This is an optimization exercise on Yosys and OpenROAD, whose aim is a short achievable clock period, not a production implementation.
Where RTL was checked, it was by simulation tests only, not by an equivalence proof against the original.
The flow treats the clock pin as an ideal source. Dropping or thinning the clock tree relies on that and would not hold on a real chip.
Power and IR drop assume default switching activity.

// cpu
module cpu (
    input wire clk,               
    input wire reset,             
    input wire [15:0] instr,      
    output reg [7:0] result       
);
clock: 4.0 ns
lec_check: 0
cap_margin: 20
core_margin: 2
core_utilization: 40
setup_slack_margin: 1.8
slew_margin: 20
run.sh (not shown) runs the stock make flow with config.mk's settings and CLKGATE_MAP_FILE= SYNTH_SCRIPT=/design/flow/synth_recipe.tcl, a recipe that flattens the netlist after the stock synthesis.
Then changed:
--- a/flow/config.mk
+++ b/flow/config.mk
@@ -10,2 +10,2 @@
-export CORE_UTILIZATION = 40
-export SETUP_SLACK_MARGIN = 1.8
+export CORE_UTILIZATION = 65
+export SETUP_SLACK_MARGIN = 2.4
Effect: The changed run ran to the end with no violations; count of clock-buffer cells in the layout is higher by 11; utilization is higher by 42 points; setup slack is worse by 0.022 ns; clock power increases by about 2%; combinational power came out higher to 3.3 times its value.
Then changed:
--- a/flow/config.mk
+++ b/flow/config.mk
@@ -10 +10 @@
-export CORE_UTILIZATION = 65
+export CORE_UTILIZATION = 40
What happened:
- The changed run produced a clean layout
- die area came out higher by 62%
- utilization came out lower by 34 points
- clock-buffer cell count came out lower by 11
No run of this note included a check of the RTL's function; only the layout flow was run.

---

Another version of the RTL of cpu (not shown whole).
Size in the first run: roughly 10000 cells after synthesis, roughly 26 I/O pins, ~140000 sq um of cells after synthesis.
==> flow/config.mk <==
export PLATFORM = sky130hd
export DESIGN_NAME = cpu
export DESIGN_NICKNAME = cpu
export VERILOG_FILES = /design/flow/design.v
export SDC_FILE = /design/flow/constraint.sdc
export NUM_CORES = 8
export LEC_CHECK = 0
export CAP_MARGIN = 20
export CORE_MARGIN = 2
export CORE_UTILIZATION = 65
export SETUP_SLACK_MARGIN = 2.4
export SLEW_MARGIN = 20
export SYNTH_HIERARCHICAL = 1
==> flow/constraint.sdc <==
create_clock -name core_clock -period 4.0 [get_ports {clk}]
set_input_delay 0.8000 -clock core_clock [delete_from_list [all_inputs] [get_ports {clk}]]
set_output_delay 0.8000 -clock core_clock [all_outputs]
set_load 0.01 [all_outputs]
standard.sh (not shown) runs the stock make flow with config.mk's settings and CLKGATE_MAP_FILE= SYNTH_SCRIPT=/design/flow/synth_recipe.tcl, a recipe that flattens the netlist after the stock synthesis.
==> flow/flow/run.sh <==
#!/bin/bash
# The standard layout, with the clock tree built by flow/mcts.tcl in place
# of TritonCTS: leaf clkbuf_16 buffers drive about 12 flip-flops each, two
# levels of clkbuf_16 above them share the fanout evenly, and the 4 top
# buffers hang on the clock port. Before it builds the tree, mcts.tcl moves
# each output port's buffer next to the flip-flop that drives it.
# Everything else is the standard.sh.
set -euo pipefail
export PRE_CTS_TCL="$PWD/flow/mcts.tcl"
export MCTS_LEAF=12 MCTS_LEVELS=2 MCTS_ROOTS=4 MCTS_OUTBUF=1
bash standard.sh > standard.log 2>&1
==> flow/flow/mcts.tcl <==
# Clock tree built by recursive bisection of the clock sinks: leaf buffers
# drive about MCTS_LEAF flip-flops each, MCTS_LEVELS levels of buffers
# above them share the fanout evenly, and the top level, of at most
# MCTS_ROOTS buffers, hangs on the clock port.
# Sourced as ORFS's PRE_CTS_TCL hook: it replaces clock_tree_synthesis.

proc mcts_env {name default} {
  if {[info exists ::env($name)] && $::env($name) ne ""} { return $::env($name) }
  return $default
}

# Split items ({x y payload} triples) into k groups of near-equal size,
# cutting along the longer side of their bounding box.
proc mcts_bisect {items k} {
  if {$k <= 1} { return [list $items] }
  set xs {}; set ys {}
  foreach it $items { lappend xs [lindex $it 0]; lappend ys [lindex $it 1] }
  set xs [lsort -real $xs]; set ys [lsort -real $ys]
  set dx [expr {[lindex $xs end] - [lindex $xs 0]}]
  set dy [expr {[lindex $ys end] - [lindex $ys 0]}]
  set idx [expr {$dx >= $dy ? 0 : 1}]
  set sorted [lsort -real -index $idx $items]
  set k1 [expr {$k / 2}]
  set k2 [expr {$k - $k1}]
  set n [llength $sorted]
  set n1 [expr {int(round(double($n) * $k1 / $k))}]
  set a [lrange $sorted 0 [expr {$n1 - 1}]]
  set b [lrange $sorted $n1 end]
  return [concat [mcts_bisect $a $k1] [mcts_bisect $b $k2]]
}

proc mcts_centroid {group} {
  set sx 0.0; set sy 0.0
  foreach it $group { set sx [expr {$sx + [lindex $it 0]}]; set sy [expr {$sy + [lindex $it 1]}] }
  set n [llength $group]
  return [list [expr {$sx / $n}] [expr {$sy / $n}]]
}

proc mcts_build {} {
  set leaf [mcts_env MCTS_LEAF 24]
  set levels [mcts_env MCTS_LEVELS 1]
  set roots [mcts_env MCTS_ROOTS 4]
  set bufname [mcts_env MCTS_BUF sky130_fd_sc_hd__clkbuf_16]
  set block [ord::get_db_block]
  set master [[ord::get_db] findMaster $bufname]
  set clkport [mcts_env MCTS_CLOCK_PORT clk]
  set clk [$block findNet $clkport]
  set items {}
  foreach it [$clk getITerms] {
    set bb [[$it getInst] getBBox]
    lappend items [list [expr {([$bb xMin] + [$bb xMax]) / 2.0}] [expr {([$bb yMin] + [$bb yMax]) / 2.0}] $it]
  }
  set n [llength $items]
  puts "mcts: $n clock sinks on $clkport"
  foreach it $items { [lindex $it 2] disconnect }
  set nleaf [expr {int(ceil(double($n) / $leaf))}]
  set fan [expr {int(ceil(pow(double($nleaf) / $roots, 1.0 / $levels)))}]
  if {$fan < 2} { set fan 2 }
  set level 0
  set per $leaf
  while {1} {
    set k [expr {int(ceil(double([llength $items]) / $per))}]
    if {$k < 1} { set k 1 }
    set groups [mcts_bisect $items $k]
    set next {}
    set i 0
    foreach g $groups {
      set c [mcts_centroid $g]
      set name "mcts_l${level}_$i"
      set inst [odb::dbInst_create $block $master $name]
      $inst setLocation [expr {int([lindex $c 0])}] [expr {int([lindex $c 1])}]
      $inst setPlacementStatus PLACED
      set net [odb::dbNet_create $block "${name}_net"]
      $net setSigType CLOCK
      [$inst findITerm X] connect $net
      foreach it $g {
        set p [lindex $it 2]
        if {[string match "*dbITerm*" $p]} { $p connect $net } else { [$p findITerm A] connect $net }
      }
      lappend next [list [lindex $c 0] [lindex $c 1] $inst]
      incr i
    }
    puts "mcts: level $level has $k buffers"
    incr level
    set items $next
    set per $fan
    if {[llength $items] <= $roots} { break }
  }
  foreach it $items { [[lindex $it 2] findITerm A] connect $clk }
}

# Move each output port's buffer next to the flip-flop that drives it, so
# that the flip-flop sees a short wire and the buffer drives the long one to
# the pin. Detailed placement legalizes the moves.
proc mcts_outbufs {} {
  set block [ord::get_db_block]
  foreach bt [$block getBTerms] {
    if {[$bt getIoType] ne "OUTPUT"} { continue }
    set net [$bt getNet]
    if {$net eq "NULL"} { continue }
    foreach it [$net getITerms] {
      if {![$it isOutputSignal]} { continue }
      set buf [$it getInst]
      set a [$buf findITerm A]
      if {$a eq "NULL"} { continue }
      set anet [$a getNet]
      if {$anet eq "NULL"} { continue }
      foreach d [$anet getITerms] {
        if {![$d isOutputSignal]} { continue }
        set loc [[$d getInst] getLocation]
        $buf setLocation [lindex $loc 0] [lindex $loc 1]
        $buf setPlacementStatus PLACED
        puts "mcts: [$bt getName] buffer [$buf getName] moved next to [[$d getInst] getName]"
      }
    }
  }
}

rename clock_tree_synthesis mcts_orig_clock_tree_synthesis
proc clock_tree_synthesis {args} {
  if {[mcts_env MCTS_OUTBUF 0]} { mcts_outbufs }
  mcts_build
}
Edit:
==> flow/flow/run.sh (replaced) <==
#!/bin/bash
# The standard layout, with the clock tree built by flow/mcts.tcl in place
# of TritonCTS: leaf clkbuf_16 buffers drive about 20 flip-flops each, two
# levels of clkbuf_16 above them share the fanout evenly, and the 4 top
# buffers hang on the clock port. Everything else is the standard.sh.
set -euo pipefail
export PRE_CTS_TCL="$PWD/flow/mcts.tcl"
export MCTS_LEAF=20 MCTS_LEVELS=2 MCTS_ROOTS=4
bash standard.sh > standard.log 2>&1
--- a/flow/flow/mcts.tcl
+++ b/flow/flow/mcts.tcl
@@ -91,33 +91,3 @@
 
-# Move each output port's buffer next to the flip-flop that drives it, so
-# that the flip-flop sees a short wire and the buffer drives the long one to
-# the pin. Detailed placement legalizes the moves.
-proc mcts_outbufs {} {
-  set block [ord::get_db_block]
-  foreach bt [$block getBTerms] {
-    if {[$bt getIoType] ne "OUTPUT"} { continue }
-    set net [$bt getNet]
-    if {$net eq "NULL"} { continue }
-    foreach it [$net getITerms] {
-      if {![$it isOutputSignal]} { continue }
-      set buf [$it getInst]
-      set a [$buf findITerm A]
-      if {$a eq "NULL"} { continue }
-      set anet [$a getNet]
-      if {$anet eq "NULL"} { continue }
-      foreach d [$anet getITerms] {
-        if {![$d isOutputSignal]} { continue }
-        set loc [[$d getInst] getLocation]
-        $buf setLocation [lindex $loc 0] [lindex $loc 1]
-        $buf setPlacementStatus PLACED
-        puts "mcts: [$bt getName] buffer [$buf getName] moved next to [[$d getInst] getName]"
-      }
-    }
-  }
-}
-
 rename clock_tree_synthesis mcts_orig_clock_tree_synthesis
-proc clock_tree_synthesis {args} {
-  if {[mcts_env MCTS_OUTBUF 0]} { mcts_outbufs }
-  mcts_build
-}
+proc clock_tree_synthesis {args} { mcts_build }
Outcome:
- worst setup slack gets worse by 0.18 ns
- flip-flop and latch count is unchanged
- synthesized area is unchanged
Edit:
==> flow/flow/run.sh (replaced) <==
#!/bin/bash
# The standard layout, with the clock tree built by flow/mcts.tcl in place
# of TritonCTS: leaf clkbuf_16 buffers drive about 16 flip-flops each, two
# levels of clkbuf_16 above them share the fanout evenly, and the 4 top
# buffers hang on the clock port. Before it builds the tree, mcts.tcl moves
# each output port's buffer next to the flip-flop that drives it.
# Everything else is the standard.sh.
set -euo pipefail
export PRE_CTS_TCL="$PWD/flow/mcts.tcl"
export MCTS_LEAF=16 MCTS_LEVELS=2 MCTS_ROOTS=4 MCTS_OUTBUF=1
bash standard.sh > standard.log 2>&1
--- a/flow/flow/mcts.tcl
+++ b/flow/flow/mcts.tcl
@@ -91,3 +91,33 @@
 
+# Move each output port's buffer next to the flip-flop that drives it, so
+# that the flip-flop sees a short wire and the buffer drives the long one to
+# the pin. Detailed placement legalizes the moves.
+proc mcts_outbufs {} {
+  set block [ord::get_db_block]
+  foreach bt [$block getBTerms] {
+    if {[$bt getIoType] ne "OUTPUT"} { continue }
+    set net [$bt getNet]
+    if {$net eq "NULL"} { continue }
+    foreach it [$net getITerms] {
+      if {![$it isOutputSignal]} { continue }
+      set buf [$it getInst]
+      set a [$buf findITerm A]
+      if {$a eq "NULL"} { continue }
+      set anet [$a getNet]
+      if {$anet eq "NULL"} { continue }
+      foreach d [$anet getITerms] {
+        if {![$d isOutputSignal]} { continue }
+        set loc [[$d getInst] getLocation]
+        $buf setLocation [lindex $loc 0] [lindex $loc 1]
+        $buf setPlacementStatus PLACED
+        puts "mcts: [$bt getName] buffer [$buf getName] moved next to [[$d getInst] getName]"
+      }
+    }
+  }
+}
+
 rename clock_tree_synthesis mcts_orig_clock_tree_synthesis
-proc clock_tree_synthesis {args} { mcts_build }
+proc clock_tree_synthesis {args} {
+  if {[mcts_env MCTS_OUTBUF 0]} { mcts_outbufs }
+  mcts_build
+}
Settings changed: CORE_UTILIZATION 65 to 72.
The new run completed without violations. Clock power rose by 19%. Synthesized area does not change. Critical path depth is higher by 7. Global-route usage came out higher by 7.9 points. Die area drops by 9.6%. Worst setup slack gets worse by 0.21 ns. Sequential share of layout area shrinks by 0.36 points.
Edit:
--- a/flow/flow/run.sh
+++ b/flow/flow/run.sh
@@ -5,3 +5,3 @@
 # buffers hang on the clock port. Before it builds the tree, mcts.tcl moves
-# each output port's buffer next to the flip-flop that drives it.
+# each output port's flip-flop and buffer to the port's pin.
 # Everything else is the standard.sh.
@@ -9,3 +9,3 @@
 export PRE_CTS_TCL="$PWD/flow/mcts.tcl"
-export MCTS_LEAF=16 MCTS_LEVELS=2 MCTS_ROOTS=4 MCTS_OUTBUF=1
+export MCTS_LEAF=16 MCTS_LEVELS=2 MCTS_ROOTS=4 MCTS_OUTBUF=2
 bash standard.sh > standard.log 2>&1
--- a/flow/flow/mcts.tcl
+++ b/flow/flow/mcts.tcl
@@ -93,5 +93,8 @@
 # that the flip-flop sees a short wire and the buffer drives the long one to
-# the pin. Detailed placement legalizes the moves.
-proc mcts_outbufs {} {
+# the pin (MCTS_OUTBUF 1); or move both to the pin, where the wire before the
+# flip-flop is long instead (MCTS_OUTBUF 2). Detailed placement legalizes
+# the moves.
+proc mcts_outbufs {mode} {
   set block [ord::get_db_block]
+  set core [$block getCoreArea]
   foreach bt [$block getBTerms] {
@@ -100,2 +103,7 @@
     if {$net eq "NULL"} { continue }
+    set pb [$bt getBBox]
+    set px [expr {([$pb xMin] + [$pb xMax]) / 2}]
+    set py [expr {([$pb yMin] + [$pb yMax]) / 2}]
+    set px [expr {max([$core xMin], min([$core xMax] - 5000, $px))}]
+    set py [expr {max([$core yMin], min([$core yMax] - 3000, $py))}]
     foreach it [$net getITerms] {
@@ -109,6 +117,13 @@
         if {![$d isOutputSignal]} { continue }
-        set loc [[$d getInst] getLocation]
-        $buf setLocation [lindex $loc 0] [lindex $loc 1]
+        set ff [$d getInst]
+        if {$mode == 2} {
+          $ff setLocation $px $py
+          $ff setPlacementStatus PLACED
+          $buf setLocation $px $py
+        } else {
+          set loc [$ff getLocation]
+          $buf setLocation [lindex $loc 0] [lindex $loc 1]
+        }
         $buf setPlacementStatus PLACED
-        puts "mcts: [$bt getName] buffer [$buf getName] moved next to [[$d getInst] getName]"
+        puts "mcts: [$bt getName] buffer [$buf getName] and [$ff getName] placed (mode $mode)"
       }
@@ -120,3 +135,4 @@
 proc clock_tree_synthesis {args} {
-  if {[mcts_env MCTS_OUTBUF 0]} { mcts_outbufs }
+  set ob [mcts_env MCTS_OUTBUF 0]
+  if {$ob} { mcts_outbufs $ob }
   mcts_build
Settings changed: CORE_UTILIZATION 72 to 65.
- wire length came out lower by 26%
- core utilization came out lower by 9.9 points
- sequential power came out lower by about 2%
- total power came out lower by about 4.3%
- via count came out lower by 15%
- die area came out higher by about 11%
- global-route usage came out lower by 7.8 points
- design area came out lower by about 1.1%
- hold slack improved by 0.29 ns
- worst setup slack improved by 0.43 ns
- first-iteration DRC count came out lower by about 50%
Edit:
==> flow/flow/run.sh (replaced) <==
#!/bin/bash
# The standard layout, with the clock tree built by flow/mcts.tcl in place
# of TritonCTS: leaf clkbuf_16 buffers drive about 20 flip-flops each, two
# levels of clkbuf_16 above them share the fanout evenly, and the 4 top
# buffers hang on the clock port. Before it builds the tree, mcts.tcl moves
# each output port's buffer next to the flip-flop that drives it.
# Everything else is the standard.sh.
set -euo pipefail
export PRE_CTS_TCL="$PWD/flow/mcts.tcl"
export MCTS_LEAF=20 MCTS_LEVELS=2 MCTS_ROOTS=4 MCTS_OUTBUF=1
bash standard.sh > standard.log 2>&1
--- a/flow/flow/mcts.tcl
+++ b/flow/flow/mcts.tcl
@@ -93,8 +93,5 @@
 # that the flip-flop sees a short wire and the buffer drives the long one to
-# the pin (MCTS_OUTBUF 1); or move both to the pin, where the wire before the
-# flip-flop is long instead (MCTS_OUTBUF 2). Detailed placement legalizes
-# the moves.
-proc mcts_outbufs {mode} {
+# the pin. Detailed placement legalizes the moves.
+proc mcts_outbufs {} {
   set block [ord::get_db_block]
-  set core [$block getCoreArea]
   foreach bt [$block getBTerms] {
@@ -103,7 +100,2 @@
     if {$net eq "NULL"} { continue }
-    set pb [$bt getBBox]
-    set px [expr {([$pb xMin] + [$pb xMax]) / 2}]
-    set py [expr {([$pb yMin] + [$pb yMax]) / 2}]
-    set px [expr {max([$core xMin], min([$core xMax] - 5000, $px))}]
-    set py [expr {max([$core yMin], min([$core yMax] - 3000, $py))}]
     foreach it [$net getITerms] {
@@ -117,13 +109,6 @@
         if {![$d isOutputSignal]} { continue }
-        set ff [$d getInst]
-        if {$mode == 2} {
-          $ff setLocation $px $py
-          $ff setPlacementStatus PLACED
-          $buf setLocation $px $py
-        } else {
-          set loc [$ff getLocation]
-          $buf setLocation [lindex $loc 0] [lindex $loc 1]
-        }
+        set loc [[$d getInst] getLocation]
+        $buf setLocation [lindex $loc 0] [lindex $loc 1]
         $buf setPlacementStatus PLACED
-        puts "mcts: [$bt getName] buffer [$buf getName] and [$ff getName] placed (mode $mode)"
+        puts "mcts: [$bt getName] buffer [$buf getName] moved next to [[$d getInst] getName]"
       }
@@ -135,4 +120,3 @@
 proc clock_tree_synthesis {args} {
-  set ob [mcts_env MCTS_OUTBUF 0]
-  if {$ob} { mcts_outbufs $ob }
+  if {[mcts_env MCTS_OUTBUF 0]} { mcts_outbufs }
   mcts_build
=> Sequential cell count is unchanged; clock skew increases by 0.011 ns; via count increases by 0.96%; cell area increases by 0.92%; synthesized area does not change; final cell count is about the same; combinational power increases by about 3%; die area does not change; total power decreases by 2.3%; first-iteration DRC count increases by 4.2%.
Edit:
--- a/flow/flow/run.sh
+++ b/flow/flow/run.sh
@@ -5,3 +5,3 @@
 # buffers hang on the clock port. Before it builds the tree, mcts.tcl moves
-# each output port's buffer next to the flip-flop that drives it.
+# each output port's flip-flop and buffer to the port's pin.
 # Everything else is the standard.sh.
@@ -9,3 +9,3 @@
 export PRE_CTS_TCL="$PWD/flow/mcts.tcl"
-export MCTS_LEAF=20 MCTS_LEVELS=2 MCTS_ROOTS=4 MCTS_OUTBUF=1
+export MCTS_LEAF=20 MCTS_LEVELS=2 MCTS_ROOTS=4 MCTS_OUTBUF=2
 bash standard.sh > standard.log 2>&1
--- a/flow/flow/mcts.tcl
+++ b/flow/flow/mcts.tcl
@@ -93,5 +93,8 @@
 # that the flip-flop sees a short wire and the buffer drives the long one to
-# the pin. Detailed placement legalizes the moves.
-proc mcts_outbufs {} {
+# the pin (MCTS_OUTBUF 1); or move both to the pin, where the wire before the
+# flip-flop is long instead (MCTS_OUTBUF 2). Detailed placement legalizes
+# the moves.
+proc mcts_outbufs {mode} {
   set block [ord::get_db_block]
+  set core [$block getCoreArea]
   foreach bt [$block getBTerms] {
@@ -100,2 +103,7 @@
     if {$net eq "NULL"} { continue }
+    set pb [$bt getBBox]
+    set px [expr {([$pb xMin] + [$pb xMax]) / 2}]
+    set py [expr {([$pb yMin] + [$pb yMax]) / 2}]
+    set px [expr {max([$core xMin], min([$core xMax] - 5000, $px))}]
+    set py [expr {max([$core yMin], min([$core yMax] - 3000, $py))}]
     foreach it [$net getITerms] {
@@ -109,6 +117,13 @@
         if {![$d isOutputSignal]} { continue }
-        set loc [[$d getInst] getLocation]
-        $buf setLocation [lindex $loc 0] [lindex $loc 1]
+        set ff [$d getInst]
+        if {$mode == 2} {
+          $ff setLocation $px $py
+          $ff setPlacementStatus PLACED
+          $buf setLocation $px $py
+        } else {
+          set loc [$ff getLocation]
+          $buf setLocation [lindex $loc 0] [lindex $loc 1]
+        }
         $buf setPlacementStatus PLACED
-        puts "mcts: [$bt getName] buffer [$buf getName] moved next to [[$d getInst] getName]"
+        puts "mcts: [$bt getName] buffer [$buf getName] and [$ff getName] placed (mode $mode)"
       }
@@ -120,3 +135,4 @@
 proc clock_tree_synthesis {args} {
-  if {[mcts_env MCTS_OUTBUF 0]} { mcts_outbufs }
+  set ob [mcts_env MCTS_OUTBUF 0]
+  if {$ob} { mcts_outbufs $ob }
   mcts_build
Clock power hardly moves.
Maximum frequency hardly moves.
Clock skew went up by 0.033 ns.
Register-to-register slack improves by 0.10 ns.
Worst setup slack barely changes.
Final cell count barely changes.
Wire length went up slightly.
Design area hardly moves.
Via count went up slightly.
Die area does not change.
Sequential share of layout area went up by 0.11 points.
No run of this note takes its clock network from TritonCTS; it comes from the design's own scripts or RTL.

what the ideal ports hide:
The results above use ideal ports. As a check the final layouts listed here were re-extracted and re-timed, cells and wires unchanged.
Step 1 sets driving cells, clkbuf_16 on the clock port and buf_2 on the other inputs (assumed; they add their load-dependent delay and slew).
Step 2 also shifts input and output timing later by t, the mid clock arrival at the registers, as if the neighbouring blocks saw the same clock.
Slacks: no drivers / after step 1 / after step 2; pairs: no drivers / after step 1.
run | t, ns | slack for setup (ns) | worst hold slack (ns) | worst data-port slew with drivers (ns) | cell pins on the clock port's net
the first run of note 1 | 0.967 | 1.632 / 1.632 / 0.921 | 0.302 / 0.229 / 0.427 | 0.08 | 1
the second run of note 1 | 0.983 | 1.611 / 1.611 / 0.930 | 0.051 / 0.004 / 0.469 | 0.04 | 1
the third run of note 1 | 0.976 | 1.582 / 1.582 / 1.347 | 0.081 / 0.017 / 0.432 | 0.09 | 1
the first run of note 2 | 0.881 | 1.985 / 1.691 / 0.810 | 0.401 / 0.331 / 0.470 | 0.94 | 4
the second run of note 2 | 0.853 | 1.807 / 1.581 / 0.843 | 0.430 / 0.344 / 0.468 | 0.95 | 4
the third run of note 2 | 0.924 | 1.599 / 1.071 / 0.146 | 0.057 / -0.085 / 0.484 | 0.99 | 4
the fourth run of note 2 | 0.858 | 2.030 / 1.745 / 0.887 | 0.346 / 0.290 / 0.475 | 0.95 | 4
the fifth run of note 2 | 0.850 | 2.007 / 1.674 / 0.824 | 0.456 / 0.352 / 0.470 | 1.01 | 4
the sixth run of note 2 | 0.861 | 2.005 / 1.701 / 0.840 | 0.368 / 0.306 / 0.421 | 0.93 | 4
After both steps setup and hold are still met in every run listed. The setup slack of the third run of note 2, which loses most, moves by -0.528 ns with the drivers and by -1.453 ns with both steps.
